Context: an optimization exercise on an open-source flow, tuned for small area. The choices shown serve that exercise and are no tape-out recipe.
Only simulation tests tie the RTL to the original design; equivalence was not proved.
Power is estimated from default activity; no workload was simulated.

--- flow/standard.sh ---
#!/bin/bash
# synth_recipe.tcl (not shown) runs the flow's synth.tcl, then flattens the netlist and writes it again
# the make line also repeats each setting of config.mk as NAME=value (left out here)
make -C /OpenROAD-flow-scripts/flow DESIGN_CONFIG=/design/flow/config.mk WORK_HOME=/design/flow/orfs CLKGATE_MAP_FILE= SYNTH_SCRIPT=/design/flow/synth_recipe.tcl "${@:-finish}"
--- flow/flow/run.sh ---
#!/bin/bash
# Own layout flow: the standard synthesis, then the combinational logic between the
# standard synthesis's registers is mapped again by ABC with an area-oriented script (the
# registers, their names and cell types are kept), then the standard layout steps run on
# that netlist with small port buffers and a clock tree of small buffers.
# Each tool's full output goes to a log file of its own in the work folder (log_*.txt).
set -euo pipefail
WORK=$(pwd)
PLAT=${FLOW_PLATFORM:-sky130hd}
RES=$WORK/orfs/results/$PLAT/car_dash/base
LIB=$FLOW_HOME/platforms/$PLAT/lib/sky130_fd_sc_hd__tt_025C_1v80.lib

# 1. the standard synthesis
bash standard.sh synth > log_1_std_synth.txt 2>&1

# 2. map the combinational logic again
cp $RES/1_2_yosys.v $WORK/std_synth.v
SEQ=$(awk '/^  sky130_fd_sc_hd__/{t=$1} /\.CLK\(/{print t}' $WORK/std_synth.v | sort -u | tr '\n' ' ')
DONTUSE=$(grep -o -- "-dont_use [A-Za-z0-9_]*" $WORK/orfs/logs/$PLAT/car_dash/base/1_2_yosys.log | sort -u | tr '\n' ' ')
sed -e "s#@LIB@#$LIB#g" -e "s#@IN@#$WORK/std_synth.v#g" -e "s#@OUT@#$WORK/resyn.v#g" \
    -e "s#@TOP@#${FLOW_TOP:-car_dash}#g" -e "s#@ABC@#$WORK/flow/area.abc#g" -e "s#@DONTUSE@#$DONTUSE#g" -e "s#@SEQ@#$SEQ sky130_fd_sc_hd__conb_1#g" \
    flow/resyn.ys > $WORK/resyn_run.ys
yosys -s $WORK/resyn_run.ys > log_2_resyn.txt 2>&1
cp $WORK/resyn.v $RES/1_2_yosys.v
rm -f $RES/1_synth.odb $RES/1_synth.sdc

# 3. the standard layout steps on the new netlist
bash standard.sh "BUFFER_PORTS_ARGS=-buffer_cell sky130_fd_sc_hd__buf_1" finish > log_3_std_layout.txt 2>&1
test -f out/final.def
--- flow/design.v ---
`timescale 1ns / 1ps
module car_dash(clk, RST, Buttons, SW, JSTK_X, cs, write, data, debug, anode, segment);
    input clk;
    input RST;
    input [1:0] Buttons;
    input [15:0] SW;
    input [9:0] JSTK_X;
    output cs, write, data, debug;
    output [7:0] anode;
    output [6:0] segment;
    parameter [27:0] M = 28'd100000000;
    wire [9:0] y;
    wire h, S, F;
    wire [1:0] z2;
    cd_time u_time(.clk(clk), .RST(RST), .y(y), .h(h), .z2(z2), .S(S));
    wire q59     = !h && (y[9:3] == 7'd59);           
    wire blk1    = q59 && (y[2:0] == 3'd1);           
    wire blk2    = q59 && (y[2:0] <= 3'd2);           
    wire t_eval1 = q59 && (y[2:0] == 3'd2);           
    wire t_eval2 = q59 && (y[2:0] == 3'd3);           
    wire t_sw    = q59 && (y[2:0] == 3'd3);           
    wire t_tick  = q59 && (y[2:0] == 3'd6);           
    wire t_rand  = q59 && (y[2:0] == 3'd7);           
    wire q339    = !h && (y[9:1] == 9'd339);          
    wire t_clr2  = q339 && !y[0];                     
    wire t_clr1  = q339 && y[0];                      
    wire y768    = (y == 10'd768);
    wire t_upd   = !h && (y == 10'd776);              
    wire bstep   = !h && (y[9:3] == 7'd96) && (y[2] || (y[1] && y[0]));    
    wire live    = F || !h;                           
    wire clrph   = !F && h && (y[9:3] == 7'd60);      
    wire rot     = live && ((y[9:2] == 8'd60) || (y[9:2] == 8'd124) || (y[9:2] == 8'd188));
    wire brot    = live && (y[9:8] == 2'd2) && ((y[7:5] == 3'd0) || (y[7:5] == 3'd7)) && (y[3:1] != 3'd0) && !y[0];
    wire [2:0] w;
    cd_rand #(.M(M)) u_rand(.clk(clk), .RST(RST), .tick(t_tick), .w(w));
    wire [1:0] g;
    wire [11:0] P;
    cd_newcol u_newcol(.clk(clk), .w(w), .SW(SW), .ldr(t_rand && g == 2'd2), .lds(t_sw && g == 2'd3), .P(P));
    wire [11:0] W0, W1, W2;
    wire [3:0] Bt;
    wire [3:0] hp1, hp2;
    wire [2:0] mR1, mR2;
    cd_matrix u_mat(.clk(clk), .RST(RST), .t_upd(t_upd), .clrph(clrph), .rot(rot), .bstep(bstep), .brot(brot), .P(P),
                    .mv1(mR1[1:0]), .mv2(mR2[1:0]), .hp1(hp1), .hp2(hp2), .g(g), .F(F),
                    .W0(W0), .W1(W1), .W2(W2), .Bt(Bt));
    wire [11:0] nr = (g == 2'd3) ? W1 : 12'd0;
    wire [11:0] orow = (g == 2'd3) ? W1 : (g == 2'd0) ? W2 : 12'd0;
    cd_cars u_cars(.clk(clk), .RST(RST), .t_eval1(t_eval1), .t_eval2(t_eval2), .blk1(blk1), .blk2(blk2), .clr1(t_clr1), .clr2(t_clr2),
                   .Buttons(Buttons), .JSTK_X(JSTK_X), .hp1(hp1), .hp2(hp2), .nr(nr), .orow(orow), .mR1(mR1), .mR2(mR2));
    wire [3:0] w1o, w2o;
    wire [2:0] w1t, w2t;
    cd_score u_score(.clk(clk), .RST(RST), .inc1(t_tick && mR2[2]), .inc2(t_clr2 && mR1[2]),
                     .w1o(w1o), .w1t(w1t), .w2o(w2o), .w2t(w2t));
    wire cellv;
    cd_cell u_cell(.y(y), .g(g), .F(F), .hp1(hp1), .hp2(hp2), .W0(W0), .W1(W1), .Bt(Bt), .cellv(cellv));
    cd_led u_led(.clk(clk), .RST(RST), .y(y), .live(live), .y768(y768), .cellv(cellv),
                 .cs(cs), .write(write), .data(data));
    assign debug = 1'b1;
    cd_disp u_disp(.z2(z2), .S(S), .w1o(w1o), .w1t(w1t), .w2o(w2o), .w2t(w2t), .anode(anode), .segment(segment));
endmodule
module cd_time(input clk, input RST, output reg [9:0] y, output reg h, output reg [1:0] z2, output reg S);
    genvar gi;
    reg [6:0] z;
    wire [9:0] yc;
    assign yc[0] = 1'b1;
    for (gi = 1; gi < 10; gi = gi + 1) begin : g_yc
        assign yc[gi] = yc[gi-1] & y[gi-1];
    end
    wire yw = (&y[9:5]) & (&y[2:0]);                  
    wire zw = (z == 7'd93);
    always @(posedge clk) begin
        if (RST) begin
            y <= 10'd478;
            h <= 1'b1;
            z <= 7'd122;
            z2 <= 2'd0;
            S <= 1'b0;
        end else begin
            y <= yw ? 10'd0 : (y ^ yc);
            h <= h ^ yw;
            z <= zw ? 7'd1 : {z[5:0], z[6] ^ z[5]};
            z2 <= {z2[1] ^ (z2[0] & zw), z2[0] ^ zw};
            S <= S | z2[1];
        end
    end
endmodule
module cd_rand #(parameter [27:0] M = 28'd100000000) (input clk, input RST, input tick, output [2:0] w);
    localparam [26:0] M1 = M + 1;
    localparam [27:0] E0 = -(M + 1);
    genvar gi;
    reg [27:0] e;
    reg [26:0] V;
    wire [27:0] vx = {1'b0, V};
    wire [28:0] ec;
    wire [27:0] es;
    assign ec[0] = 1'b0;
    for (gi = 0; gi < 28; gi = gi + 1) begin : g_e
        assign es[gi] = e[gi] ^ vx[gi] ^ ec[gi];
        assign ec[gi+1] = (e[gi] & vx[gi]) | (ec[gi] & (e[gi] ^ vx[gi]));
    end
    wire [27:0] vc;
    assign vc[0] = tick;
    for (gi = 1; gi < 27; gi = gi + 1) begin : g_v
        assign vc[gi] = vc[gi-1] & V[gi-1];
    end
    wire vwrap = tick && ((V & M1) == M1);            
    always @(posedge clk) begin
        if (RST || !e[27]) e <= E0;
        else e <= es;
        if (RST) V <= 27'd1;
        else if (vwrap) V <= 27'd0;
        else V <= V ^ vc[26:0];
    end
    assign w = e[2:0];
endmodule
module cd_newcol(input clk, input [2:0] w, input [15:0] SW, input ldr, input lds, output reg [11:0] P);
    reg [11:0] rnd_col;
    integer q;
    always @(*) begin
        for (q = 1; q <= 6; q = q + 1) begin
            rnd_col[q-1] = (w == q - 1) || (w == ((q - 3) & 7));
            rnd_col[q+5] = (w == ((q - 5) & 7)) || (w == ((q - 2) & 7)) || (w == q);
        end
    end
    wire [11:0] sw_col = {SW[14:9], SW[6:1]};
    always @(posedge clk) begin
        if (ldr) P <= rnd_col;
        else if (lds) P <= P | sw_col;
    end
endmodule
module cd_matrix(input clk, input RST, input t_upd, input clrph, input rot, input bstep, input brot,
                 input [11:0] P, input [1:0] mv1, input [1:0] mv2,
                 output reg [3:0] hp1, output reg [3:0] hp2, output reg [1:0] g, output reg F,
                 output [11:0] W0, output [11:0] W1, output [11:0] W2, output [3:0] Bt);
    reg [11:0] OP [0:5];             
    reg [6:0] b [0:3];
    assign W0 = OP[0];
    assign W1 = OP[1];
    assign W2 = OP[2];
    assign Bt = {b[3][0], b[2][0], b[1][0], b[0][0]};
    function [3:0] step;
        input [3:0] hp;
        input [1:0] mv;
        case (mv)
            2'b01: step = hp - 4'd1;
            2'b10: step = hp + 4'd1;
            default: step = hp;
        endcase
    endfunction
    wire [3:0] hp1n = step(hp1, mv1);
    wire [3:0] hp2n = step(hp2, mv2);
    wire [1:0] gn = {g[1] ^ g[0], !g[0]};
    function [3:0] orow;
        input integer q;
        orow = (q < 6) ? q + 1 : q + 3;
    endfunction
    function [3:0] brow;
        input integer q;
        brow = (q == 0) ? 4'd0 : (q == 1) ? 4'd7 : (q == 2) ? 4'd8 : 4'd15;
    endfunction
    wire ins = t_upd && (g == 2'd3);
    wire shO = ins || clrph || rot;
    wire clr4 = t_upd && !gn[1];
    wire bfix = t_upd || clrph;
    wire ben = bfix || bstep || brot;
    integer k, q;
    always @(posedge clk) begin
        if (RST) begin
            hp1 <= 4'd12;
            hp2 <= 4'd4;
            g <= 2'd0;
            F <= 1'b0;
        end else if (t_upd) begin
            hp1 <= hp1n;
            hp2 <= hp2n;
            g <= gn;
            F <= 1'b1;
        end
    end
    always @(posedge clk) begin
        if (shO) begin
            for (k = 1; k < 6; k = k + 1) OP[k] <= OP[k-1];
            OP[0] <= rot ? OP[5] : (P & {12{F}});
        end
        if (clr4) begin
            for (q = 0; q < 12; q = q + 1) begin
                if (orow(q) == hp1n || orow(q) == hp2n)
                    OP[4][q] <= 1'b0;
                else if (shO)
                    OP[4][q] <= OP[3][q];
            end
        end
        if (ben) begin
            for (q = 0; q < 4; q = q + 1) begin
                b[q][0] <= bfix ? !(brow(q) == hp1 || brow(q) == hp2) : b[q][1];
                b[q][1] <= b[q][2] & !(bfix && (brow(q) == hp1 || brow(q) == hp2));
                for (k = 2; k < 6; k = k + 1) b[q][k] <= b[q][k+1];
                b[q][6] <= b[q][0];
            end
        end
    end
endmodule
module cd_cars(input clk, input RST, input t_eval1, input t_eval2, input blk1, input blk2, input clr1, input clr2,
               input [1:0] Buttons, input [9:0] JSTK_X, input [3:0] hp1, input [3:0] hp2,
               input [11:0] nr, input [11:0] orow, output reg [2:0] mR1, output reg [2:0] mR2);
    reg [1:0] mi1, mi2;      
    reg I1, I2;              
    reg [1:0] C1, C2;        
    function [2:0] pos;
        input pl2;
        input [3:0] hp;
        case ({pl2, hp})
            5'd0: pos = 3'd1; 5'd1: pos = 3'd2; 5'd2: pos = 3'd3; 5'd3: pos = 3'd0;
            5'd4: pos = 3'd1; 5'd5: pos = 3'd2; 5'd6: pos = 3'd3; 5'd7: pos = 3'd4;
            5'd8: pos = 3'd5; 5'd9: pos = 3'd0; 5'd10: pos = 3'd1; 5'd11: pos = 3'd2;
            5'd12: pos = 3'd3; 5'd13: pos = 3'd4; 5'd14: pos = 3'd5; 5'd15: pos = 3'd0;
            5'd16: pos = 3'd3; 5'd17: pos = 3'd0; 5'd18: pos = 3'd1; 5'd19: pos = 3'd2;
            5'd20: pos = 3'd3; 5'd21: pos = 3'd4; 5'd22: pos = 3'd5; 5'd23: pos = 3'd0;
            5'd24: pos = 3'd1; 5'd25: pos = 3'd2; 5'd26: pos = 3'd3; 5'd27: pos = 3'd4;
            5'd28: pos = 3'd5; 5'd29: pos = 3'd0; 5'd30: pos = 3'd1; default: pos = 3'd2;
        endcase
    endfunction
    function sel6;
        input [5:0] v;
        input [2:0] i;
        case (i)
            3'd0: sel6 = v[0]; 3'd1: sel6 = v[1]; 3'd2: sel6 = v[2];
            3'd3: sel6 = v[3]; 3'd4: sel6 = v[4]; 3'd5: sel6 = v[5];
            default: sel6 = 1'bx;
        endcase
    endfunction
    wire pl2 = t_eval2;
    wire [2:0] mR = pl2 ? mR2 : mR1;
    wire I = pl2 ? I2 : I1;
    wire [1:0] C = pl2 ? C2 : C1;
    wire [1:0] mi = pl2 ? mi2 : mi1;
    wire [2:0] p = pos(pl2, pl2 ? hp2 : hp1);
    wire [5:0] nx = pl2 ? nr[5:0] : nr[11:6];
    wire [5:0] ox = pl2 ? orow[5:0] : orow[11:6];
    wire p5 = (p == 3'd5);
    wire p0 = (p == 3'd0);
    wire a = sel6(nx, p);
    wire up = p5 ? a : sel6(ox, p + 3'd1);
    wire dn = p0 ? a : sel6(ox, p - 3'd1);
    wire crash = !I && ((mi == 2'b00 && a) || (mi == 2'b10 && up) || (mi == 2'b01 && dn));
    wire [2:0] mRn = (mi == 2'b11) ? mR : {crash, mi[1] & (!p5 | crash), mi[0] & (!p0 | crash)};
    wire In = I ? (C != 2'd3) : crash;
    wire [1:0] Cn = C + {1'b0, I};
    wire [9:0] x = JSTK_X;
    wire jlo = !x[9] && (!x[8] || !x[7] || (!x[6] && !x[5] && !x[4]));                   
    wire jhi = x[9] && (x[8] || x[7] || (x[6] && (x[5] || (x[4] && x[3] && (x[2] || x[1] || x[0])))));  
    wire [1:0] joy = {jlo, jhi};
    wire cap1 = !blk1 && !(mi1[1] || mi1[0]);
    wire cap2 = !blk2 && !(mi2[1] || mi2[0]);
    always @(posedge clk) begin
        if (RST) begin
            mR1 <= 0; mR2 <= 0; mi1 <= 0; mi2 <= 0;
            I1 <= 0; I2 <= 0; C1 <= 0; C2 <= 0;
        end else begin
            if (t_eval1) {mR1, I1, C1} <= {mRn, In, Cn};
            if (t_eval2) {mR2, I2, C2} <= {mRn, In, Cn};
            mi1 <= {2{!clr1}} & (mi1 | ({2{cap1}} & Buttons));
            mi2 <= {2{!clr2}} & (mi2 | ({2{cap2}} & joy));
        end
    end
endmodule
module cd_score(input clk, input RST, input inc1, input inc2,
                output reg [3:0] w1o, output reg [2:0] w1t, output reg [3:0] w2o, output reg [2:0] w2t);
    function [6:0] bcdinc;
        input inc;
        input [2:0] t;
        input [3:0] o;
        reg w63, o9;
        begin
            w63 = t[2] & t[1] & !o[2] & o[1] & o[0];
            o9 = o[3] & o[0];
            bcdinc[0] = o[0] ^ inc;
            bcdinc[1] = o[1] ^ (inc & o[0] & !o[3]);
            bcdinc[2] = o[2] ^ (inc & o[1] & o[0] & !w63);
            bcdinc[3] = o[3] ^ (inc & ((o[2] & o[1] & o[0]) | o9));
            bcdinc[4] = t[0] ^ (inc & o9);
            bcdinc[5] = t[1] ^ (inc & ((o9 & t[0]) | w63));
            bcdinc[6] = t[2] ^ (inc & ((o9 & t[0] & t[1]) | w63));
        end
    endfunction
    always @(posedge clk) begin
        if (RST) begin
            w1o <= 0; w1t <= 0; w2o <= 0; w2t <= 0;
        end else begin
            {w1t, w1o} <= bcdinc(inc1, w1t, w1o);
            {w2t, w2o} <= bcdinc(inc2, w2t, w2o);
        end
    end
endmodule
module cd_cell(input [9:0] y, input [1:0] g, input F, input [3:0] hp1, input [3:0] hp2,
               input [11:0] W0, input [11:0] W1, input [3:0] Bt, output cellv);
    wire [3:0] fr = {y[4], y[7:5]};    
    wire [1:0] cg = y[9:8];            
    wire [2:0] cj = y[3:1];            
    wire border = (fr[2:0] == 3'd0) || (fr[2:0] == 3'd7);
    wire c2 = cg[1] && !cg[0];
    wire car = F && c2 && cj[2:1] == 2'd0 && (fr == hp1 || fr == hp2);
    wire [1:0] bq = {fr[3], fr[0]};    
    wire bcell = !c2 || (cj == 3'd0) || Bt[bq];
    reg [11:0] ocol;
    reg ob;
    always @(*) begin
        ocol = cj[2] ? W1 : W0;
        case (fr)
            4'd1: ob = ocol[0]; 4'd2: ob = ocol[1]; 4'd3: ob = ocol[2];
            4'd4: ob = ocol[3]; 4'd5: ob = ocol[4]; 4'd6: ob = ocol[5];
            4'd9: ob = ocol[6]; 4'd10: ob = ocol[7]; 4'd11: ob = ocol[8];
            4'd12: ob = ocol[9]; 4'd13: ob = ocol[10]; 4'd14: ob = ocol[11];
            default: ob = 1'bx;
        endcase
    end
    wire ocell = (cj[1:0] == g) && ob;
    assign cellv = car || (border ? bcell : ocell);
endmodule
module cd_led(input clk, input RST, input [9:0] y, input live, input y768, input cellv,
              output cs, output write, output data);
    wire fA = (&y[9:6]) & (y[5] | (y[4] & (y[3] | y[2])));      
    wire fB = live && !(y[9] && y[8] && (y[7:0] != 8'd0));      
    wire fr_on = fA || fB;
    wire fr_send = fr_on && !y[0] && !y768;
    wire fr_hdr = fA && !y[5] && !y[1] && (y[3] ^ y[2]);       
    wire fr_bit = fA ? fr_hdr : cellv;
    reg [2:0] sq, si;
    wire sdone = &si;
    wire [1:0] t4 = y[1:0] ^ 2'd2;
    wire st3 = (t4 == 2'd3);
    always @(posedge clk) begin
        if (RST) begin
            sq <= 3'd0;
            si <= 3'd0;
        end else if (!sdone && st3) begin
            if (sq == 3'd6) begin
                sq <= 3'd0;
                si <= si + 3'd1;
            end else sq <= sq + 3'd1;
        end
    end
    wire smid = (sq != 3'd0) && (sq != 3'd6);
    wire s_cs = !sdone && ((sq == 3'd0 && t4[1]) || smid || (sq == 3'd6 && t4 != 2'd3));
    wire s_on = !sdone && ((sq == 3'd0 && t4[1]) || smid || (sq == 3'd6 && !t4[1]));
    wire s_wr = s_on && t4[0];
    wire s_send = s_on && !t4[0];
    reg [7:0] cmd;
    always @(*) begin
        case (si)
            3'd0: cmd = 8'h01;
            3'd1: cmd = 8'h03;
            3'd2: cmd = 8'h08;
            3'd3: cmd = 8'h14;
            3'd4: cmd = 8'h18;
            3'd5: cmd = 8'h24;
            default: cmd = 8'haf;
        endcase
    end
    wire [3:0] sb = {sq, t4[1]};
    reg s_bit;
    always @(*) begin
        case (sb)
            4'd1: s_bit = 1'b1;
            4'd4: s_bit = cmd[7];
            4'd5: s_bit = cmd[6];
            4'd6: s_bit = cmd[5];
            4'd7: s_bit = cmd[4];
            4'd8: s_bit = cmd[3];
            4'd9: s_bit = cmd[2];
            4'd10: s_bit = cmd[1];
            4'd11: s_bit = cmd[0];
            default: s_bit = 1'b0;
        endcase
    end
    reg data_r;
    always @(posedge clk) begin
        if (RST) data_r <= 1'b0;
        else if (fr_send) data_r <= fr_bit;
        else if (s_send) data_r <= s_bit;
    end
    assign cs = !(fr_on || s_cs);
    assign write = !((fr_on && y[0]) || s_wr);
    assign data = data_r;
endmodule
module cd_disp(input [1:0] z2, input S, input [3:0] w1o, input [2:0] w1t, input [3:0] w2o, input [2:0] w2t,
               output [7:0] anode, output [6:0] segment);
    wire [1:0] st = z2 ^ 2'b10;                   
    reg [3:0] dig;
    always @(*) begin
        case (st)
            2'd0: dig = w2o;
            2'd1: dig = {1'b0, w2t};
            2'd2: dig = w1o;
            default: dig = {1'b0, w1t};
        endcase
    end
    reg [6:0] seg7;
    always @(*) begin
        case (dig)
            4'd0: seg7 = 7'b1000000;
            4'd1: seg7 = 7'b1111001;
            4'd2: seg7 = 7'b0100100;
            4'd3: seg7 = 7'b0110000;
            4'd4: seg7 = 7'b0011001;
            4'd5: seg7 = 7'b0010010;
            4'd6: seg7 = 7'b0000010;
            4'd7: seg7 = 7'b1111000;
            4'd8: seg7 = 7'b0000000;
            4'd9: seg7 = 7'b0010000;
            default: seg7 = 7'bxxxxxxx;
        endcase
    end
    reg [7:0] an;
    always @(*) begin
        case (st)
            2'd0: an = 8'b11111110;
            2'd1: an = 8'b11111101;
            2'd2: an = 8'b11101111;
            default: an = 8'b11011111;
        endcase
    end
    wire j0 = !S && z2 == 2'd0;
    wire j1 = !S && z2 == 2'd1;
    assign anode = j0 ? 8'hff : j1 ? 8'hfe : an;
    assign segment = j0 ? 7'h7f : j1 ? 7'b1000000 : seg7;
endmodule
--- flow/constraint.sdc ---
create_clock -name core_clock -period 40.0 [get_ports {clk}]
set_input_delay 8.0000 -clock core_clock [delete_from_list [all_inputs] [get_ports {clk}]]
set_output_delay 8.0000 -clock core_clock [all_outputs]
set_load 0.01 [all_outputs]
--- flow/config.mk ---
export PLATFORM = sky130hd
export DESIGN_NAME = car_dash
export DESIGN_NICKNAME = car_dash
export VERILOG_FILES = /design/flow/design.v
export SDC_FILE = /design/flow/constraint.sdc
export NUM_CORES = 8
export LEC_CHECK = 0
export ABC_AREA = 1
export CAP_MARGIN = 20
export CORE_MARGIN = 2
export CORE_UTILIZATION = 40
export CTS_BUF_LIST = sky130_fd_sc_hd__clkbuf_8
export CTS_CLUSTER_DIAMETER = 45
export CTS_CLUSTER_SIZE = 20
export SLEW_MARGIN = 20
--- flow/flow/resyn.ys ---
# map the standard synthesis's combinational logic again; registers stay as they are
read_liberty -ignore_miss_func @LIB@
read_verilog -defer @IN@
hierarchy -top @TOP@
setattr -mod -set keep_hierarchy 1 @SEQ@
flatten
blackbox @SEQ@
opt_clean -purge
abc -liberty @LIB@ @DONTUSE@ -script @ABC@
opt_clean -purge
setundef -zero
hilomap -singleton -hicell sky130_fd_sc_hd__conb_1 HI -locell sky130_fd_sc_hd__conb_1 LO
insbuf -buf sky130_fd_sc_hd__buf_1 A X
opt_clean -purge
rename -enumerate -pattern rs_%_
read_liberty -lib -nooverwrite @LIB@
check -assert
tee -o resyn_stat.txt stat -liberty @LIB@ -top @TOP@
write_verilog -noattr -nohex -nodec -selected @OUT@
--- flow/flow/area.abc ---
strash
&get -n
&fraig -x
&put
scorr
dc2
strash
balance -l
resub -K 6 -l
rewrite -l
resub -K 6 -N 2 -l
refactor -l
resub -K 8 -l
balance -l
resub -K 8 -N 2 -l
rewrite -l
resub -K 10 -l
rewrite -z -l
resub -K 10 -N 2 -l
balance -l
resub -K 12 -l
refactor -z -l
resub -K 12 -N 2 -l
rewrite -z -l
balance -l
&get -n
&dch -f
&nf -p
&put
==> results.txt, run 1 <==
* Antenna violations before repair at 2
* Total Die Area at 28280 um^2
* Power Dens Cells at around 48 nW/um^2
* Clock buffer depth at 3
* Drt pass-1 iters at 5
* CP most frequent cell: o21ai_0
* Mapped Area at 10780 um^2
* WS Path Type: reg -> out
* Fin crit share at a little over a quarter
* WP data required at roughly 32 ns
* Syn avg cell area at 9.801 um^2
* Routability-driven placement congestion ratio at 0.8701
* Total congestion overflow at 0
* Worst Max-Slew Pin Slew at ~1 ns
* Nets at about 1200
* Max-Cap Viols at 0
* Slew HR at 35.04%
* Final setup margin at 29.18 ns
* Final Hold Fails at 0
* Startpoint Class: flop
* Post-CTS Setup Bufs at 0
* Final setup TNS at 0 ns
* WL/cell at roughly 16 um
* Placed inst area at 11430 um^2
* All-Layer GR Usage at 17.84%
* Synth Instances at 1100
* Worst Setup End Kind: output pin
* CTS root buf: clkbuf_8
* Commonest non-fill, non-tap cell in the layout: dfxtp_1
* Worst Reg-to-Reg Cells at 20
* Clk latency of the worst-skew pair at 0.54 ns
* Worst-path maximum fanout at 11
* Vias at 8561
* HP Class: reg -> reg
* Largest net degree at the start of global routing at 73
* Pleak at 4.066 nW
* CTS Sinks at about 240
* Final Routed Wirelength at 25.05 mm
* FF-to-FF setup slack at 33.52 ns
* Clk slew on worst S/H paths at 0.07 ns
* Peak VDD IR at about 0.00003 V
* CTS resizes at 0
* Core Rows at 60
* CP max stage delay at 0.52 ns
* Syn. warnings at 11
* Fin area at 12310 um^2
* CORE AREA at 26730 um^2
* Achievable Freq at 92.43 MHz
* Unrepaired setup endpoints after global routing: false
* Port bufs at 39
* Status: no timing/DRC/antenna violations
* Global-route wire length before repair at 41.47 mm
* DP Worst Slack at 29.71 ns
* Antenna Nets Post-Route at 0
* Final min period at 10.82 ns
* CP Data Arrival Time at 2.82 ns
* Area growth, synth to finish at 14.17%
* CTS Hold Buffers Added at 0
* Hold path depth at 0
* Clock Skew at 0.02526 ns
* Layout cells sized above 1 at 6.414%
* Hpwl dp at 17.34 mm
* Iter 0 DRT Violations at 539
* Vias in the first global route at 8394
* Crit-path slowest cell: dfxtp_1
* Critical path cell sequence: nor2b_1 -> a22oi_1 -> o21ai_0 -> o21a_1 -> nor2_1 -> nor3_1 -> clkinv_1 -> a21boi_0 -> o21ai_0 -> buf_1
* CTS buffer count at 37
* CTS tree: yes
* H-tree depth at 2
* Ports at 49
* Die width at 168.2 um
* Slew Viols, Final at 0
* Starting Density at 40.34%
* Vias/cell at 5.495
* DRC viols at 0
* Die height at roughly 170 um
* Final setup violation count at 0
* Most frequent cells in the layout: 136 x dfxtp_1, 133 x nor2_1, 103 x nand2_1
-- worst max-delay path: cells and delay by family, from the launching register on --
kind | cells | cell delay [ns]
buffers and inverters | 2 | 0.25
DFF | 1 | 0.52
AOI/OAI and AO/OA | 5 | 0.90
and+or+nand+nor | 3 | 0.62
-- worst paths after layout --
kind,from,endpoint
worst max register to register,u_time.y[6],u_cars.mR1[0]
worst min register to register,u_mat.b[3][5],u_mat.b[3][4]
worst min-delay path,u_mat.b[3][5],u_mat.b[3][4]
worst max-delay path,u_time.z2[1],segment[4]
-- layout make-up --
type	count	area, um^2
timing repair buffer	48	215.2
clock buffer	40	550.5
inverter	13	48.80
clock inverter	28	321.6
tap	341	426.7
multi-input combinational	851	5019
antenna	1	2.502
sequential	236	5725
fill	2537	14420
-- flip-flops by register name (all words and copies together), names as in the netlist, 7 cells and up --
register and cells:
u_mat.OP 72, u_time.y 10, u_newcol.P 12, u_mat.b 28
u_time.z 7, u_rand.e 28, u_rand.V 27
-- per-layer routing --
metal	global-route usage, %	vias up	routed length, um	part of all wire [%]
li1	-	4294	-	-
met3	3.126	52	1056	4.2
met4	5.622	2	544	2.2
met2	31.10	145	12150	48
met5	0	-	13	0.052
met1	22.59	4068	11290	45
-- where the power goes --
group	leakage, nW	switching [mW]	internal, mW	total [mW]
clock network	0.443	0.107	0.131	0.238
registers	1.90	0.0125	0.264	0.277
logic	1.73	0.0393	0.0311	0.0704
-- metrics by stage --
stage	util (%)	instances	total power, mW	hold slack (ns)
finish	46.06	1558	0.5852	0.4249
global route	46.05	1557	0.6149	0.4379
CTS	46.05	1557	0.5930	0.4269
detailed placement	42.79	1489	0.3525	0.4045
global placement	42.79	1489	0.3498	0.4037
floorplan	-	1104	0.3351	0.4003
==> run 2, diff against run 1 <==
--- a/flow/config.mk
+++ b/flow/config.mk
@@ -10,6 +10,6 @@
 export CORE_MARGIN = 2
 export CORE_UTILIZATION = 40
 export CTS_BUF_LIST = sky130_fd_sc_hd__clkbuf_8
-export CTS_CLUSTER_DIAMETER = 45
-export CTS_CLUSTER_SIZE = 20
+export CTS_CLUSTER_DIAMETER = 60
+export CTS_CLUSTER_SIZE = 16
 export SLEW_MARGIN = 20
==> results.txt, run 2 <==
* CTS root buf: clkbuf_8
* Starting Density at 40.34%
* Syn. warnings at 11
* CP Data Arrival Time at around 2.8 ns
* Clk slew on worst S/H paths at 0.10 ns
* Antenna violations before repair at 2
* DP Worst Slack at 29.71 ns
* Fill cells at between 2000 and 3000
* Iter 0 DRT Violations at 606
* Mapped Area at roughly 11000 um^2
* Clk latency of the worst-skew pair at 0.57 ns
* Routability-driven placement congestion ratio at 0.8701
* CTS Sinks at approximately 240
* Most frequent cells in the layout: 136 x dfxtp_1, 133 x nor2_1, 103 x nand2_1
* Total congestion overflow at 0
* Worst-path maximum fanout at 11
* Die height at about 170 um
* Slew Viols, Final at 0
* WL/cell at 16.16 um
* Nets at 1206
* Clock Skew at 0.01679 ns
* Synth Instances at 1100
* Ports at 49
* CTS buffer count at 26
* Worst Max-Slew Pin Slew at 0.9766 ns
* Hpwl dp at 17.34 mm
* WS Path Type: reg -> out
* Vias at 8526
* Fin crit share at 27.08%
* Achievable Freq at 92.30 MHz
* Final setup TNS at 0 ns
* Largest net degree at the start of global routing at 73
* H-tree depth at 1
* Syn avg cell area at 9.801 um^2
* Total Die Area at around 28000 um^2
* Status: no timing/DRC/antenna violations
* Startpoint Class: flop
* Largest register FFs at 72
* Drt pass-1 iters at 5
* Commonest non-fill, non-tap cell in the layout: dfxtp_1
* Layout cells sized above 1 at 5.017%
* Final setup violation count at 0
* Hold_ws at 0.4274 ns
* Antenna Nets Post-Route at 0
* Vias/cell at approximately 5.5
* Post-CTS Setup Bufs at 0
* Worst Setup End Kind: output pin
* Final Hold Fails at 0
* CTS resizes at 0
* WP data required at 32.00 ns
* Final Routed Wirelength at 24.86 mm
* CTS tree: yes
* Peak VDD IR at 0.00003004 V
* HP Class: reg -> reg
* CTS Hold Buffers Added at 0
* Slew HR at 34.89%
* Unrepaired setup endpoints after global routing: false
* DRC viols at 0
* Area growth, synth to finish at 11.51%
* Final setup margin at about 29 ns
* CORE AREA at 26730 um^2
* Global-route wire length before repair at 41.01 mm
* Max-Cap Viols at 0
* All-Layer GR Usage at between 15 and 20%
* Port bufs at 39
* Core Rows at 60
* Final min period at between 10 and 15 ns
* Pleak at 3.926 nW
* Vias in the first global route at 8282
* Largest regs: u_mat.OP: 72 flops, u_mat.b: 28 flops, u_rand.e: 28 flops
* Die width at approximately 170 um
* Most flops, register: u_mat.OP
* Clock buffer depth at 3
* Power Dens Cells at 43.57 nW/um^2
run 2: cell types whose count changed in the layout (fill, tap and decap cells not counted), sizes merged:
cell | previous run | this run
clkinv | 21 | 22
bufinv | 5 | 1
inv | 11 | 9
clkinvlp | 4 | 1
clkbuf | 41 | 29
run 2: per-layer routing:
metal	part of all wire [%]	vias to the layer above	global-route usage [%]	wire, um
met1	45	4027	22.54	11190
met5	0.052	-	0	13
met4	2.7	2	5.210	659
met3	4.2	50	2.492	1037
li1	-	4261	-	-
met2	48	186	30.83	11960
run 2: layout make-up:
cell class | instances | area (um^2) | area share [%]
repair buffers | 48 | 215.2 | 1.790
clock inverters | 20 | 200.2 | 1.665
well taps | 341 | 426.7 | 3.549
inverters | 13 | 48.80 | 0.4059
clock buffers | 28 | 385.4 | 3.205
flip-flops and latches | 236 | 5725 | 47.62
diodes | 1 | 2.502 | 0.02081
multi-input cells | 851 | 5019 | 41.74
run 2: through the flow:
| step | power, mW | utilization, % | instance area [um^2] | std cells |
|---|---|---|---|---|
| 2_1_floorplan | 0.3351 | - | 10800 | 1104 |
| 3_3_place_gp | 0.3498 | 42.79 | 11430 | 1489 |
| 3_5_place_dp | 0.3525 | 42.79 | 11430 | 1489 |
| 4_1_cts | 0.5309 | 44.98 | 12020 | 1537 |
| 5_1_grt | 0.5513 | 44.98 | 12020 | 1537 |
| 6_report | 0.5239 | 44.99 | 12020 | 1538 |
run 2: worst max-delay path, stage by stage (launching register included):
cell,delay (ns)
dfxtp_1,0.52
nor2b_1,0.35
a22oi_1,0.11
o21ai_0,0.14
o21a_1,0.20
nor2_1,0.08
nor3_1,0.19
clkinv_1,0.10
a21boi_0,0.29
o21ai_0,0.14
buf_1,0.15
run 2: final timing paths:
check,start,end,slack (ns),cells after the start
hold / removal,u_mat.b[3][5],u_mat.b[3][4],0.43,0
setup reg to reg,u_time.y[6],u_cars.mR1[0],33.61,22
hold reg to reg,u_mat.b[3][5],u_mat.b[3][4],0.43,0
setup / recovery,u_time.z2[1],segment[4],29.17,10
run 2: where the power goes:
group | switching, mW | internal (mW)
sequential | 0.0125 | 0.264
clock | 0.0990 | 0.0780
combinational | 0.0393 | 0.0311
==> run 3, diff against run 2 <==
==> flow/flow/run.sh (replaced) <==
#!/bin/bash
# Own layout flow: the standard synthesis, then the combinational logic between the
# standard synthesis's registers is mapped again by ABC with area-oriented scripts (several are
# tried and the smallest netlist is kept; the registers, their names and cell types are kept),
# then the standard layout steps run on that netlist, with small port buffers.
# Each tool's full output goes to a log file of its own in the work folder (log_*.txt).
set -euo pipefail
WORK=$(pwd)
PLAT=${FLOW_PLATFORM:-sky130hd}
RES=$WORK/orfs/results/$PLAT/car_dash/base
LIB=$FLOW_HOME/platforms/$PLAT/lib/sky130_fd_sc_hd__tt_025C_1v80.lib

# 1. the standard synthesis
bash standard.sh synth > log_1_std_synth.txt 2>&1

# 2. map the combinational logic again, with each ABC script in flow/abc_*.abc
cp $RES/1_2_yosys.v $WORK/std_synth.v
SEQ=$(awk '/^  sky130_fd_sc_hd__/{t=$1} /\.CLK\(/{print t}' $WORK/std_synth.v | sort -u | tr '\n' ' ')
DONTUSE=$(grep -o -- "-dont_use [A-Za-z0-9_]*" $WORK/orfs/logs/$PLAT/car_dash/base/1_2_yosys.log | sort -u | tr '\n' ' ')
for A in flow/abc_*.abc; do
  N=$(basename $A .abc)
  sed -e "s#@LIB@#$LIB#g" -e "s#@IN@#$WORK/std_synth.v#g" -e "s#@OUT@#$WORK/resyn_$N.v#g" \
      -e "s#@TOP@#${FLOW_TOP:-car_dash}#g" -e "s#@ABC@#$WORK/$A#g" -e "s#@DONTUSE@#$DONTUSE#g" \
      -e "s#@SEQ@#$SEQ sky130_fd_sc_hd__conb_1#g" -e "s#@STAT@#$WORK/resyn_$N.stat#g" \
      flow/resyn.ys > $WORK/resyn_$N.ys
  (yosys -s $WORK/resyn_$N.ys > log_2_resyn_$N.txt 2>&1 || rm -f $WORK/resyn_$N.stat) &
done
wait
BEST=""; BESTA=""
for S in $WORK/resyn_*.stat; do
  [[ -f $S ]] || continue
  A=$(grep "Chip area for module" $S | tail -1 | awk '{print $NF}')
  if [[ -z "$BEST" ]] || awk -v a="$A" -v b="$BESTA" 'BEGIN{exit !(a < b)}'; then BEST=${S%.stat}.v; BESTA=$A; fi
done
echo "kept $BEST, area $BESTA" > log_2_resyn_choice.txt
cp $BEST $RES/1_2_yosys.v
rm -f $RES/1_synth.odb $RES/1_synth.sdc

# 3. the standard layout steps on the new netlist
bash standard.sh "BUFFER_PORTS_ARGS=-buffer_cell sky130_fd_sc_hd__buf_1" finish > log_3_std_layout.txt 2>&1
test -f out/final.def
==> flow/flow/abc_a.abc (new file) <==
strash
&get -n
&deepsyn -T 120
&put
dch -f
amap
topo
==> flow/flow/abc_b.abc (new file) <==
strash
&get -n
&deepsyn -T 120 -S 3
&put
&get -n
&dch -f
&nf -p
&put
==> flow/flow/abc_c.abc (new file) <==
strash
&get -n
&fraig -x
&put
scorr
dc2
strash
balance -l
resub -K 6 -l
rewrite -l
resub -K 6 -N 2 -l
refactor -l
resub -K 8 -l
balance -l
resub -K 8 -N 2 -l
rewrite -l
resub -K 10 -l
rewrite -z -l
resub -K 10 -N 2 -l
balance -l
resub -K 12 -l
refactor -z -l
resub -K 12 -N 2 -l
rewrite -z -l
balance -l
&get -n
&dch -f
&nf -p
&put
==> flow/flow/abc_d.abc (new file) <==
strash
balance -l
resub -K 6 -l
rewrite -l
resub -K 6 -N 2 -l
refactor -l
resub -K 8 -l
balance -l
resub -K 8 -N 2 -l
rewrite -l
resub -K 10 -l
rewrite -z -l
resub -K 10 -N 2 -l
balance -l
resub -K 12 -l
refactor -z -l
resub -K 12 -N 2 -l
rewrite -z -l
balance -l
dch -f
amap
topo
--- a/flow/flow/resyn.ys
+++ b/flow/flow/resyn.ys
@@ -15,5 +15,5 @@
 rename -enumerate -pattern rs_%_
 read_liberty -lib -nooverwrite @LIB@
 check -assert
-tee -o resyn_stat.txt stat -liberty @LIB@ -top @TOP@
+tee -o @STAT@ stat -liberty @LIB@ -top @TOP@
 write_verilog -noattr -nohex -nodec -selected @OUT@
--- a/flow/config.mk
+++ b/flow/config.mk
@@ -8,8 +8,8 @@
 export ABC_AREA = 1
 export CAP_MARGIN = 20
 export CORE_MARGIN = 2
-export CORE_UTILIZATION = 40
+export CORE_UTILIZATION = 70
 export CTS_BUF_LIST = sky130_fd_sc_hd__clkbuf_8
-export CTS_CLUSTER_DIAMETER = 60
-export CTS_CLUSTER_SIZE = 16
+export CTS_CLUSTER_DIAMETER = 50
+export CTS_CLUSTER_SIZE = 20
 export SLEW_MARGIN = 20
removed: flow/flow/area.abc
==> results.txt, run 3 <==
* Unrepaired setup endpoints after global routing: false
* Fin util at 78.87%
* HP Class: reg -> reg
* P_int at 355.9 uW
* Part of the power in registers at 54.4%
* Final setup TNS at 0 ns
* WL/cell at 17.90 um
* Sw Pwr at 139.2 uW
* Post-CTS Setup Bufs at 0
* CP Data Arrival Time at approximately 2.6 ns
* Largest regs: u_mat.OP: 72 flops, u_mat.b: 28 flops, u_rand.e: 28 flops
* Antenna violations before repair at 0
* Combinational fraction of design power at 10.9%
* Clk pwr share at 34.6%
* Fin area at 11460 um^2
* Pleak at around 3.7 nW
* WS Path Type: reg -> out
* Syn. warnings at 11
* CP startpoint: u_time.z2[0]
* Worst Setup End Kind: output pin
* Vias/cell at 6.376
* Final Instance Count excl. Fillers at between 1000 and 1500
* FF-to-FF setup slack at roughly 33 ns
* Slew HR at 40.47%
* Switching share of power at 28.12%
* Largest net degree at the start of global routing at 44
* Ports at 49
* Hpwl dp at 18.33 mm
* Clk latency of the worst-skew pair at 0.56 ns
* Clk slew on worst S/H paths at 0.10 ns
* DRC viols at 0
* All-Layer GR Usage at 31.68%
* Final setup violation count at 0
* Mapped Area at ~10000 um^2
* Fin crit share at 26.46%
* Starting Density at 71.90%
* Antenna Cells at 0
* CTS buffer count at 22
* Area growth, synth to finish at 9.686%
* Most frequent cells in the layout: 249 x nor2_1, 136 x dfxtp_1, 120 x clkinv_1
* H-tree depth at 1
* Nets at 1268
* Die width at 126.2 um
* Total Die Area at 15920 um^2
* CTS Sinks at 236
* Worst Reg-to-Reg Cells at 47
* Fill cells at 998
* CTS Hold Buffers Added at 0
* Vias at slightly above 9000
* Placed inst area at 10910 um^2
* Worst R2R Start: u_rand.e[0]
* Status: no timing/DRC/antenna violations
* Clock Skew at 0.02759 ns
* Antenna Nets Post-Route at 0
* Vias in the first global route at 8697
* Power Dens Cells at about 43 nW/um^2
* Total congestion overflow at 0
* Commonest non-fill, non-tap cell in the layout: nor2_1
* Peak VDD IR at between 0.00004 and 0.00005 V
* CTS root buf: clkbuf_8
* Final Routed Wirelength at approximately 26 mm
* CTS resizes at 0
* Layout cells sized above 1 at 4.147%
* Final min period at 10.58 ns
* Startpoint Class: flop
* Clock buffer depth at 3
* Worst r2r dst: u_rand.e[27]
* Die height at between 100 and 150 um
* Syn avg cell area at roughly 9 um^2
* DP Worst Slack at roughly 30 ns
* Max-Cap Viols at 0
* Final Hold Fails at 0
* Most flops, register: u_mat.OP
* Placed cell count at around 1400
* Slew Viols, Final at 0
* CP Capture Point: segment[4]
* Core Rows at 44
* Routability-driven placement congestion ratio at just under 1
* Synth Instances at 1166
* Worst Max-Slew Pin Slew at 0.8930 ns
* Achievable Freq at 94.48 MHz
* Final setup margin at 29.42 ns
* Largest register FFs at between 70 and 80
* WP data required at 32.00 ns
* Worst-path maximum fanout at 7
* Global-route wire length before repair at around 40 mm
* CORE AREA at approximately 15000 um^2
* Iter 0 DRT Violations at 995
* Port bufs at 39
* Drt pass-1 iters at 8
* CTS tree: yes
run 3: per-layer routing:
metal  global-route usage, %  wire [um]  up-vias
li1                        -          -     4416
met1                   40.22      10230     4250
met2                   55.03      12810      418
met3                   4.333       1848       84
met4                   12.67        851        0
met5                       0          0        -
run 3: worst max-delay path, stage by stage, from the launching register on:
cell      delay, ns
dfxtp_1        0.46
clkinv_1       0.21
nand2_1        0.19
o22ai_1        0.10
nor2_1         0.20
clkinv_1       0.15
or2_0          0.26
nand3_1        0.07
nand2_1        0.07
or2_0          0.21
buf_1          0.13
run 3: power groups by stage:
stage	Sequential, mW	Combinational [mW]	Clock, mW
global route	0.271	0.0610	0.181
floorplan	0.273	0.0403	0
detailed placement	0.275	0.0528	0
finish	0.269	0.0541	0.172
CTS	0.269	0.0533	0.172
global placement	0.274	0.0498	0
run 3: final cells by class:
class	count	area [um^2]	share of cell area [%]
multi-input cells	810	4284	37.38
flip-flops and latches	236	5725	49.95
repair buffers	48	215.2	1.878
well taps	184	230.2	2.009
inverters	120	450.4	3.930
clock inverters	17	240.2	2.096
clock buffers	23	316.6	2.762
run 3: worst min-delay path by stage:
| stage | end | slack, ns | cells past startpoint | startpoint |
|---|---|---|---|---|
| floorplan | u_mat.b[0][2] | 0.40 | 0 | u_mat.b[0][3] |
| global placement | u_mat.b[0][4] | 0.40 | 0 | u_mat.b[0][5] |
| detailed placement | u_mat.b[0][4] | 0.40 | 0 | u_mat.b[0][5] |
| CTS | u_mat.b[0][4] | 0.43 | 0 | u_mat.b[0][5] |
| global route | u_mat.b[0][4] | 0.43 | 0 | u_mat.b[0][5] |
| finish | u_mat.b[0][4] | 0.43 | 0 | u_mat.b[0][5] |
run 3: stage by stage:
stage / hold WS, ns / power (mW)
after global routing: 0.4314 / 0.5128
final: 0.4283 / 0.4951
after floorplan: 0.4003 / 0.3130
after global placement: 0.4008 / 0.3239
after detailed placement: 0.4045 / 0.3275
after CTS: 0.4307 / 0.4951
==> run 4, diff against run 3 <==
--- a/flow/design.v
+++ b/flow/design.v
@@ -41,6 +41,7 @@
     wire [3:0] hp1, hp2;
     wire [2:0] mR1, mR2;
     cd_matrix u_mat(.clk(clk), .RST(RST), .t_upd(t_upd), .clrph(clrph), .rot(rot), .bstep(bstep), .brot(brot), .P(P),
+                    .oclr(oclr), .fr({y[4], y[7:5]}),
                     .mv1(mR1[1:0]), .mv2(mR2[1:0]), .hp1(hp1), .hp2(hp2), .g(g), .F(F),
                     .W0(W0), .W1(W1), .W2(W2), .Bt(Bt));
     wire [11:0] nr = (g == 2'd3) ? W1 : 12'd0;
@@ -51,8 +52,8 @@
     wire [2:0] w1t, w2t;
     cd_score u_score(.clk(clk), .RST(RST), .inc1(t_tick && mR2[2]), .inc2(t_clr2 && mR1[2]),
                      .w1o(w1o), .w1t(w1t), .w2o(w2o), .w2t(w2t));
-    wire cellv;
-    cd_cell u_cell(.y(y), .g(g), .F(F), .hp1(hp1), .hp2(hp2), .W0(W0), .W1(W1), .Bt(Bt), .cellv(cellv));
+    wire cellv, oclr;
+    cd_cell u_cell(.y(y), .g(g), .F(F), .hp1(hp1), .hp2(hp2), .W0(W0), .W1(W1), .Bt(Bt), .cellv(cellv), .oclr(oclr));
     cd_led u_led(.clk(clk), .RST(RST), .y(y), .live(live), .y768(y768), .cellv(cellv),
                  .cs(cs), .write(write), .data(data));
     assign debug = 1'b1;
@@ -129,6 +130,7 @@
     end
 endmodule
 module cd_matrix(input clk, input RST, input t_upd, input clrph, input rot, input bstep, input brot,
+                 input oclr, input [3:0] fr,
                  input [11:0] P, input [1:0] mv1, input [1:0] mv2,
                  output reg [3:0] hp1, output reg [3:0] hp2, output reg [1:0] g, output reg F,
                  output [11:0] W0, output [11:0] W1, output [11:0] W2, output [3:0] Bt);
@@ -160,7 +162,6 @@
     endfunction
     wire ins = t_upd && (g == 2'd3);
     wire shO = ins || clrph || rot;
-    wire clr4 = t_upd && !gn[1];
     wire bfix = t_upd || clrph;
     wire ben = bfix || bstep || brot;
     integer k, q;
@@ -182,12 +183,10 @@
             for (k = 1; k < 6; k = k + 1) OP[k] <= OP[k-1];
             OP[0] <= rot ? OP[5] : (P & {12{F}});
         end
-        if (clr4) begin
+        if (oclr) begin
             for (q = 0; q < 12; q = q + 1) begin
-                if (orow(q) == hp1n || orow(q) == hp2n)
-                    OP[4][q] <= 1'b0;
-                else if (shO)
-                    OP[4][q] <= OP[3][q];
+                if (orow(q) == fr)
+                    OP[0][q] <= 1'b0;
             end
         end
         if (ben) begin
@@ -293,7 +292,7 @@
     end
 endmodule
 module cd_cell(input [9:0] y, input [1:0] g, input F, input [3:0] hp1, input [3:0] hp2,
-               input [11:0] W0, input [11:0] W1, input [3:0] Bt, output cellv);
+               input [11:0] W0, input [11:0] W1, input [3:0] Bt, output cellv, output oclr);
     wire [3:0] fr = {y[4], y[7:5]};    
     wire [1:0] cg = y[9:8];            
     wire [2:0] cj = y[3:1];            
@@ -316,6 +315,7 @@
     end
     wire ocell = (cj[1:0] == g) && ob;
     assign cellv = car || (border ? bcell : ocell);
+    assign oclr = car && (cj[1:0] == g);
 endmodule
 module cd_led(input clk, input RST, input [9:0] y, input live, input y768, input cellv,
               output cs, output write, output data);
==> results.txt, run 4 <==
* Drt pass-1 iters at 6
* Clock Skew at 0.01594 ns
* Antenna Nets Post-Route at 0
* Register area at ~5700 um^2
* All-Layer GR Usage at 30.30%
* CTS Hold Buffers Added at 0
* CTS resizes at 0
* Total congestion overflow at 0
* Delay-heaviest family, CP: buffers and inverters
* Placed cell count at ~1300
* Ports at 49
* Vias/cell at 6.275
* Peak VDD IR at around 0.000034 V
* Most frequent cells in the layout: 237 x nor2_1, 136 x dfxtp_1, 119 x clkinv_1
* CP Data Arrival Time at roughly 2.9 ns
* Achievable Freq at 91.44 MHz
* Final Instance Count excl. Fillers at 1354
* WL/cell at roughly 17 um
* WP data required at between 30 and 40 ns
* Commonest non-fill, non-tap cell in the layout: nor2_1
* Total Die Area at 15340 um^2
* Pleak at 3.525 nW
* Final setup TNS at 0 ns
* CTS root buf: clkbuf_8
* DP Worst Slack at 29.69 ns
* Die height at 123.9 um
* DRC viols at 0
* Part of the power in registers at 57.2%
* Largest register FFs at 72
* Port bufs at 39
* Global-route wire length before repair at 36.96 mm
* CTS Sinks at 236
* Switching share of power at 26.01%
* Vias in the first global route at 7826
* Die width at 123.9 um
* Unrepaired setup endpoints after global routing: false
* Final Routed Wirelength at 22.82 mm
* Syn avg cell area at 9.191 um^2
* Hpwl dp at 16.18 mm
* Clk pwr share at 32.7%
* Final min period at roughly 11 ns
* CTS buffer count at 19
* Slew Viols, Final at 0
* Status: no timing/DRC/antenna violations
* Mapped Area at 10050 um^2
* Starting Density at slightly above 70%
* Antenna violations before repair at 0
* Slew HR at a little under a third
* Power Dens Cells at between 40 and 50 nW/um^2
* Worst-path maximum fanout at 10
* WS Path Type: reg -> out
* P_int at between 300 and 400 uW
* Area growth, synth to finish at 9.022%
* Clock buffer depth at 3
* Multi-input logic area at 3910 um^2
* Layout cells sized above 1 at 3.918%
* Syn. warnings at 11
* Synth Instances at between 1000 and 1500
* HP Class: reg -> reg
* Fill cells at 945
* CP max stage delay at ~0.59 ns
* Most flops, register: u_mat.OP
* Startpoint Class: flop
* Clk latency of the worst-skew pair at 0.52 ns
* H-tree depth at 1
* Worst Max-Slew Pin Slew at between 1 and 1.5 ns
* Sw Pwr at 120.7 uW
* CP bufs+invs at 3
* Largest regs: u_mat.OP: 72 flops, u_mat.b: 28 flops, u_rand.e: 28 flops
* CTS tree: yes
* CP most frequent cell: clkinv_1
* Worst Setup End Kind: output pin
* Vias at 8496
* Clk slew on worst S/H paths at about 0.11 ns
* Hold_ws at just over 0.4 ns
* Crit-path slowest cell: dfxtp_1
* Fin util at around four fifths
* Final setup violation count at 0
* Iter 0 DRT Violations at between 900 and 1000
* Final setup margin at roughly 29 ns
* Antenna Cells at 0
* Nets at 1192
* Final Hold Fails at 0
* Routability-driven placement congestion ratio at around 1
* Core Rows at 43
* Combinational fraction of design power at 10.0%
* Largest net degree at the start of global routing at 61
* Post-CTS Setup Bufs at 0
* Critical path cell sequence: clkinv_1 -> nor2_1 -> clkinv_1 -> o21a_1 -> o21ai_0 -> a31oi_1 -> buf_1
* CORE AREA at 13930 um^2
* Fin crit share at 27.34%
* Max-Cap Viols at 0
## run 4: path summary, 6_finish.rpt
path	startpoint	to	slack (ns)	cells after the start
setup / recovery	u_time.y[7]	cs	29.06	7
hold / removal	u_mat.OP[4][8]	u_mat.OP[5][8]	0.41	0
setup reg to reg	u_rand.e[0]	u_rand.e[27]	33.17	50
hold reg to reg	u_mat.OP[4][8]	u_mat.OP[5][8]	0.41	0
## run 4: metrics by stage
stage,total power [mW],instance area [um^2]
floorplan,0.3047,10070
global placement,0.3137,10520
detailed placement,0.3165,10520
CTS,0.4654,10960
global route,0.4831,10960
finish,0.4643,10960
## run 4: per-layer routing
metal  vias to the layer above  routed length [um]  GRT usage, %
met2                       404               10870         52.23
met5                         -                   0             0
li1                       4104                   -             -
met4                         0                 621         8.523
met1                      3922                9633         39.63
met3                        66                1698         4.991
## run 4: layout make-up
cell class / instances / share of cell area (%)
inverters: 119 / 4.075
repair buffers: 47 / 1.895
clock inverters: 14 / 1.689
flip-flops and latches: 236 / 52.23
multi-input cells: 739 / 35.67
clock buffers: 19 / 2.386
well taps: 180 / 2.055
## run 4: power by group through the flow
stage          logic (mW)  clock network [mW]  registers (mW)
2_1_floorplan      0.0357                   0           0.269
3_3_place_gp       0.0434                   0           0.270
3_5_place_dp       0.0454                   0           0.271
4_1_cts            0.0459               0.154           0.266
5_1_grt            0.0534               0.163           0.267
6_report           0.0466               0.152           0.266
==> run 5, diff against run 4 <==
--- a/flow/config.mk
+++ b/flow/config.mk
@@ -6,10 +6,10 @@
 export NUM_CORES = 8
 export LEC_CHECK = 0
 export ABC_AREA = 1
-export CAP_MARGIN = 20
+export CAP_MARGIN = 0
 export CORE_MARGIN = 2
 export CORE_UTILIZATION = 70
 export CTS_BUF_LIST = sky130_fd_sc_hd__clkbuf_8
 export CTS_CLUSTER_DIAMETER = 50
 export CTS_CLUSTER_SIZE = 20
-export SLEW_MARGIN = 20
+export SLEW_MARGIN = 0
==> results.txt, run 5 <==
* Status: no timing/DRC/antenna violations
* Largest register FFs at 72
* Fin crit share at 28.26%
* CP Depth at 9
* Hpwl dp at ~16 mm
* CTS resizes at 0
* Antenna Cells at 0
* CP max stage delay at roughly 0.58 ns
* Unrepaired setup endpoints after global routing: false
* Peak VDD IR at approximately 0.000038 V
* Vias at 8455
* DRC viols at 0
* Vias in the first global route at a little under 8000
* Worst Reg-to-Reg Cells at 33
* Layout cells sized above 1 at approximately 3.2%
* DP Worst Slack at 28.73 ns
* WL/cell at approximately 16 um
* CP bufs+invs at 4
* Post-CTS Setup Bufs at 0
* Mapped Area at 10210 um^2
* Power Dens Cells at 43.42 nW/um^2
* Clk latency of the worst-skew pair at roughly 0.53 ns
* CORE AREA at 14370 um^2
* Syn avg cell area at around 9 um^2
* Core Rows at 44
* Global-route wire length before repair at 37.31 mm
* Final Hold Fails at 0
* Final min period at 11.31 ns
* Slew HR at 40.07%
* Max-Cap Viols at 0
* Delay-heaviest family, CP: simple AND/OR/NAND/NOR gates
* Final setup violation count at 0
* Vias/cell at 6.091
* CTS buffer count at 19
* Syn. warnings at 11
* CTS Hold Buffers Added at 0
* Area growth, synth to finish at 8.484%
* Final setup margin at around 29 ns
* Slew Viols, Final at 0
* WS Path Type: reg -> out
* CTS tree: yes
* Nets at 1222
* Clk slew on worst S/H paths at around 0.11 ns
* CP most frequent cell: clkinv_1
* Drt pass-1 iters at 5
* All-Layer GR Usage at between 20% and 30%
* WP data required at 32.00 ns
* Critical path cell sequence: clkinv_1 -> nor2_1 -> clkinv_1 -> nor2_1 -> clkinv_1 -> a32oi_1 -> o21bai_1 -> nand2_1 -> buf_1
* Worst Max-Slew Pin Slew at around 0.89 ns
* HP Class: reg -> reg
* Die height at 124.7 um
* Antenna violations before repair at 0
* Routability-driven placement congestion ratio at 0.9339
* Final Routed Wirelength at around 22 mm
* CTS Sinks at between 200 and 250
* Hold path depth at 0
* Iter 0 DRT Violations at 749
* Pleak at around 3.5 nW
* Total Die Area at roughly 16000 um^2
* Port bufs at 39
* Ports at 49
* Worst Setup End Kind: output pin
* CP Data Arrival Time at roughly 3.3 ns
* Placed cell count at 1355
* Crit-path slowest cell: dfxtp_1
* Startpoint Class: flop
* Clock Skew at 0.02501 ns
* Commonest non-fill, non-tap cell in the layout: nor2_1
* Most flops, register: u_mat.OP
* Starting Density at 71.03%
* Fill cells at 1041
* Synth Instances at roughly 1100
* Total congestion overflow at 0
* Worst-path maximum fanout at 9
* H-tree depth at 1
* CTS root buf: clkbuf_8
* Die width at around 120 um
* Final Instance Count excl. Fillers at 1388
* Achievable Freq at between 80 and 90 MHz
* Clock buffer depth at 3
* Final setup TNS at 0 ns
* Largest regs: u_mat.OP: 72 flops, u_mat.b: 28 flops, u_rand.e: 28 flops
* Most frequent cells in the layout: 208 x nor2_1, 136 x dfxtp_1, 133 x clkinv_1
* Largest net degree at the start of global routing at 73
* Antenna Nets Post-Route at 0
## run 5: worst paths after layout
kind	start	endpoint	slack, ns
hold / removal	u_mat.b[0][3]	u_mat.b[0][2]	0.43
setup reg to reg	u_time.y[7]	u_rand.V[26]	33.10
hold reg to reg	u_mat.b[0][3]	u_mat.b[0][2]	0.43
setup / recovery	u_time.y[7]	write	28.69
## run 5: power by group
part	internal [mW]	switching (mW)	leakage, nW
Combinational	0.0237	0.0360	1.35
Clock	0.0658	0.0828	0.222
Sequential	0.263	0.00973	1.89
Total	0.352	0.129	3.46
## run 5: cell type report
type / count / area [um^2] / share of cell area [%]
Sequential cell: 236 / 5725 / 51.71
Multi-Input combinational cell: 761 / 4006 / 36.18
Inverter: 132 / 495.5 / 4.475
Clock buffer: 21 / 289.0 / 2.610
Tap cell: 184 / 230.2 / 2.079
Timing Repair Buffer: 42 / 170.2 / 1.537
Clock inverter: 12 / 155.1 / 1.401
## run 5: per-layer routing
layer  up-vias  wire [um]  track usage [%]  part of all wire [%]
li1       4178          -                -                     -
met2       297      10640            48.47                    47
met4         0        561            8.262                   2.5
met1      3932       9912            39.98                    44
met5         -          0                0                     0
met3        48       1326            3.136                   5.9
## run 5: per-stage QoR
stage	utilization, %	power (mW)	instance area (um^2)	hold WS (ns)
detailed placement	73.96	0.3366	10630	0.4045
CTS	77.05	0.4822	11070	0.4271
finish	77.05	0.4807	11070	0.4260
global placement	73.96	0.3335	10630	0.4012
global route	77.05	0.5027	11070	0.4310
floorplan	-	0.3230	10220	0.4003
==> run 6, diff against run 5 <==
--- a/flow/config.mk
+++ b/flow/config.mk
@@ -9,7 +9,7 @@
 export CAP_MARGIN = 0
 export CORE_MARGIN = 2
 export CORE_UTILIZATION = 70
-export CTS_BUF_LIST = sky130_fd_sc_hd__clkbuf_8
-export CTS_CLUSTER_DIAMETER = 50
-export CTS_CLUSTER_SIZE = 20
+export CTS_BUF_LIST = sky130_fd_sc_hd__clkbuf_16
+export CTS_CLUSTER_DIAMETER = 70
+export CTS_CLUSTER_SIZE = 36
 export SLEW_MARGIN = 0
==> results.txt, run 6 <==
* Met3 WL at 1.598 mm
* Critical path cell sequence: clkinv_1 -> nor2_1 -> clkinv_1 -> o21a_1 -> o21ai_0 -> a31oi_1 -> buf_1
* WS Path Type: reg -> out
* Pleak at 3.499 nW
* Startpoint Class: flop
* Antenna Cells at 0
* CTS tree: yes
* Mapped Area at 10050 um^2
* Top layer in use: met4
* CTS Hold Buffers Added at 0
* Hold path depth at 0
* All-Layer GR Usage at 30.10%
* Hold_ws at ~0.42 ns
* Max-Cap Viols at 0
* DRC viols at 0
* Status: no timing/DRC/antenna violations
* Clk latency of the worst-skew pair at 0.49 ns
* CP max stage delay at 0.59 ns
* Final Hold Fails at 0
* Global-route wire length before repair at 36.78 mm
* HP Class: reg -> reg
* Most flops, register: u_mat.OP
* CORE AREA at between 10000 and 15000 um^2
* Starting Density at 72.16%
* Crit-path slowest cell: dfxtp_1
* Syn avg cell area at 9.191 um^2
* Area growth, synth to finish at 8.562%
* WL met1 at between 9 and 10 mm
* CTS resizes at 0
* Syn. warnings at 11
* Vias at 8463
* Fin util at 78.33%
* Antenna Nets Post-Route at 0
* Final min period at 10.88 ns
* Final setup violation count at 0
* Placed cell count at 1321
* Final setup TNS at 0 ns
* Peak VDD IR at 0.00003576 V
* Largest regs: u_mat.OP: 72 flops, u_mat.b: 28 flops, u_rand.e: 28 flops
* Port bufs at 39
* Power Dens Cells at 41.69 nW/um^2
* Largest register FFs at 72
* Most frequent cells in the layout: 237 x nor2_1, 136 x dfxtp_1, 118 x clkinv_1
* Slew HR at 32.42%
* Total congestion overflow at 0
* Commonest non-fill, non-tap cell in the layout: nor2_1
* Pwr Total at 455.1 uW
* Layout cells sized above 1 at 2.759%
* CP Data Arrival Time at 2.88 ns
* Vias in the first global route at 7818
* Nets at 1185
* Worst-path maximum fanout at 10
* CTS buffer count at 12
* Final Routed Wirelength at 22.86 mm
* CP most frequent cell: clkinv_1
* Routability-driven placement congestion ratio at 0.9986
* Drt pass-1 iters at 7
* WL/cell at 17.06 um
* Iter 0 DRT Violations at 1006
* Antenna violations before repair at 0
* Hpwl dp at 16.18 mm
* Core Rows at between 40 and 50
* Worst Setup End Kind: output pin
* Vias/cell at 6.316
* Clock Skew at roughly 0.035 ns
* CTS Sinks at ~240
* Fin crit share at 27.19%
* Worst Max-Slew Pin Slew at 1.003 ns
* Die height at 123.9 um
* Post-CTS Setup Bufs at 0
* Slew Viols, Final at 0
* Die width at 123.9 um
* Worst Reg-to-Reg Cells at 50
* CTS root buf: clkbuf_16
* Total Die Area at between 15000 and 20000 um^2
* Final Instance Count excl. Fillers at 1340
* Unrepaired setup endpoints after global routing: false
* Ports at 49
* Achievable Freq at about 90 MHz
* Clock buffer depth at 3
* Synth Instances at 1094
* Largest net degree at the start of global routing at 61
* WP data required at 32.00 ns
* Routed wl met2 at 10.99 mm
* Clk slew on worst S/H paths at 0.12 ns
* H-tree depth at 1
run 6: changes by cell type in the layout (fill, tap and decap cells not counted), moves of 15 or more:
cell / delta
clkbuf_8: -21
a21oi_1: -17
nand2_1: -15
nor2b_1: -25
clkinv_1: -15
nor2_1: +29
run 6: report_power, final:
group	internal, mW	total, mW	switching (mW)
Clock	0.0633	0.143	0.0794
Combinational	0.0173	0.0466	0.0293
Sequential	0.258	0.266	0.00770
run 6: metal layers:
metal	up-vias	global-route usage [%]
met5	-	0
met4	0	8.878
met3	60	4.625
met2	369	52.20
met1	3949	39.14
li1	4085	-
run 6: worst paths after layout:
check               endpoint  slack (ns)       startpoint
min reg2reg  u_mat.OP[4][10]        0.42  u_mat.OP[3][10]
max reg2reg     u_rand.e[27]       33.21      u_rand.e[0]
max                       cs       29.12      u_time.y[7]
min          u_mat.OP[4][10]        0.42  u_mat.OP[3][10]
run 6: layout make-up:
type	instances	area (um^2)
Clock buffer	13	325.3
Clock inverter	6	75.07
Fill cell	949	3019
Inverter	119	446.7
Multi-Input combinational cell	739	3910
Sequential cell	236	5725
Tap cell	180	225.2
Timing Repair Buffer	47	207.7
run 6: critical path, delay by kind of cell, from the launching register on:
family	cells	cell delay, ns
AO/OA/AOI/OAI	3	0.61
buffers and inverters	3	0.86
flip-flops	1	0.59
AND/OR/NAND/NOR	1	0.36
run 6: through the flow:
stage	cell area, um^2	setup WS, ns
after global placement	10520	29.74
after CTS	10920	29.23
final	10920	29.12
after detailed placement	10520	29.69
after global routing	10920	28.99
after floorplan	10070	30.12

## re-timing with driven ports
The results above use ideal ports. As a check the final layouts listed here were re-extracted and re-timed, cells and wires unchanged.
Step 1 sets driving cells, clkbuf_16 on the clock port and buf_2 on the other inputs (assumed; they add their load-dependent delay and slew).
Step 2 adds t to the input delays and takes it off the output delays; t is the mean of the earliest and latest rising clock arrival at the registers after step 1. Input paths then give back, and output paths get back, about the clock's delay inside the block.
a / b / c = ideal / step 1 / step 2; a / b = the first two.
run	t, ns	slack for setup (ns)	hold WS [ns]
run 1	0.571	29.181 / 29.138 / 29.709	0.425 / 0.425 / 0.425
run 2	0.601	29.166 / 29.121 / 29.723	0.427 / 0.427 / 0.427
run 3	0.583	29.416 / 29.374 / 29.657	0.428 / 0.428 / 0.428
run 4	0.552	29.064 / 29.026 / 29.578	0.412 / 0.412 / 0.412
run 5	0.554	28.694 / 28.654 / 28.678	0.426 / 0.426 / 0.426
run 6	0.522	29.125 / 29.079 / 29.601	0.419 / 0.419 / 0.419
After both steps every run listed still meets setup and hold. For run 5, which loses most, drivers alone change the setup slack by -0.040 ns; drivers and shift together by -0.016 ns.
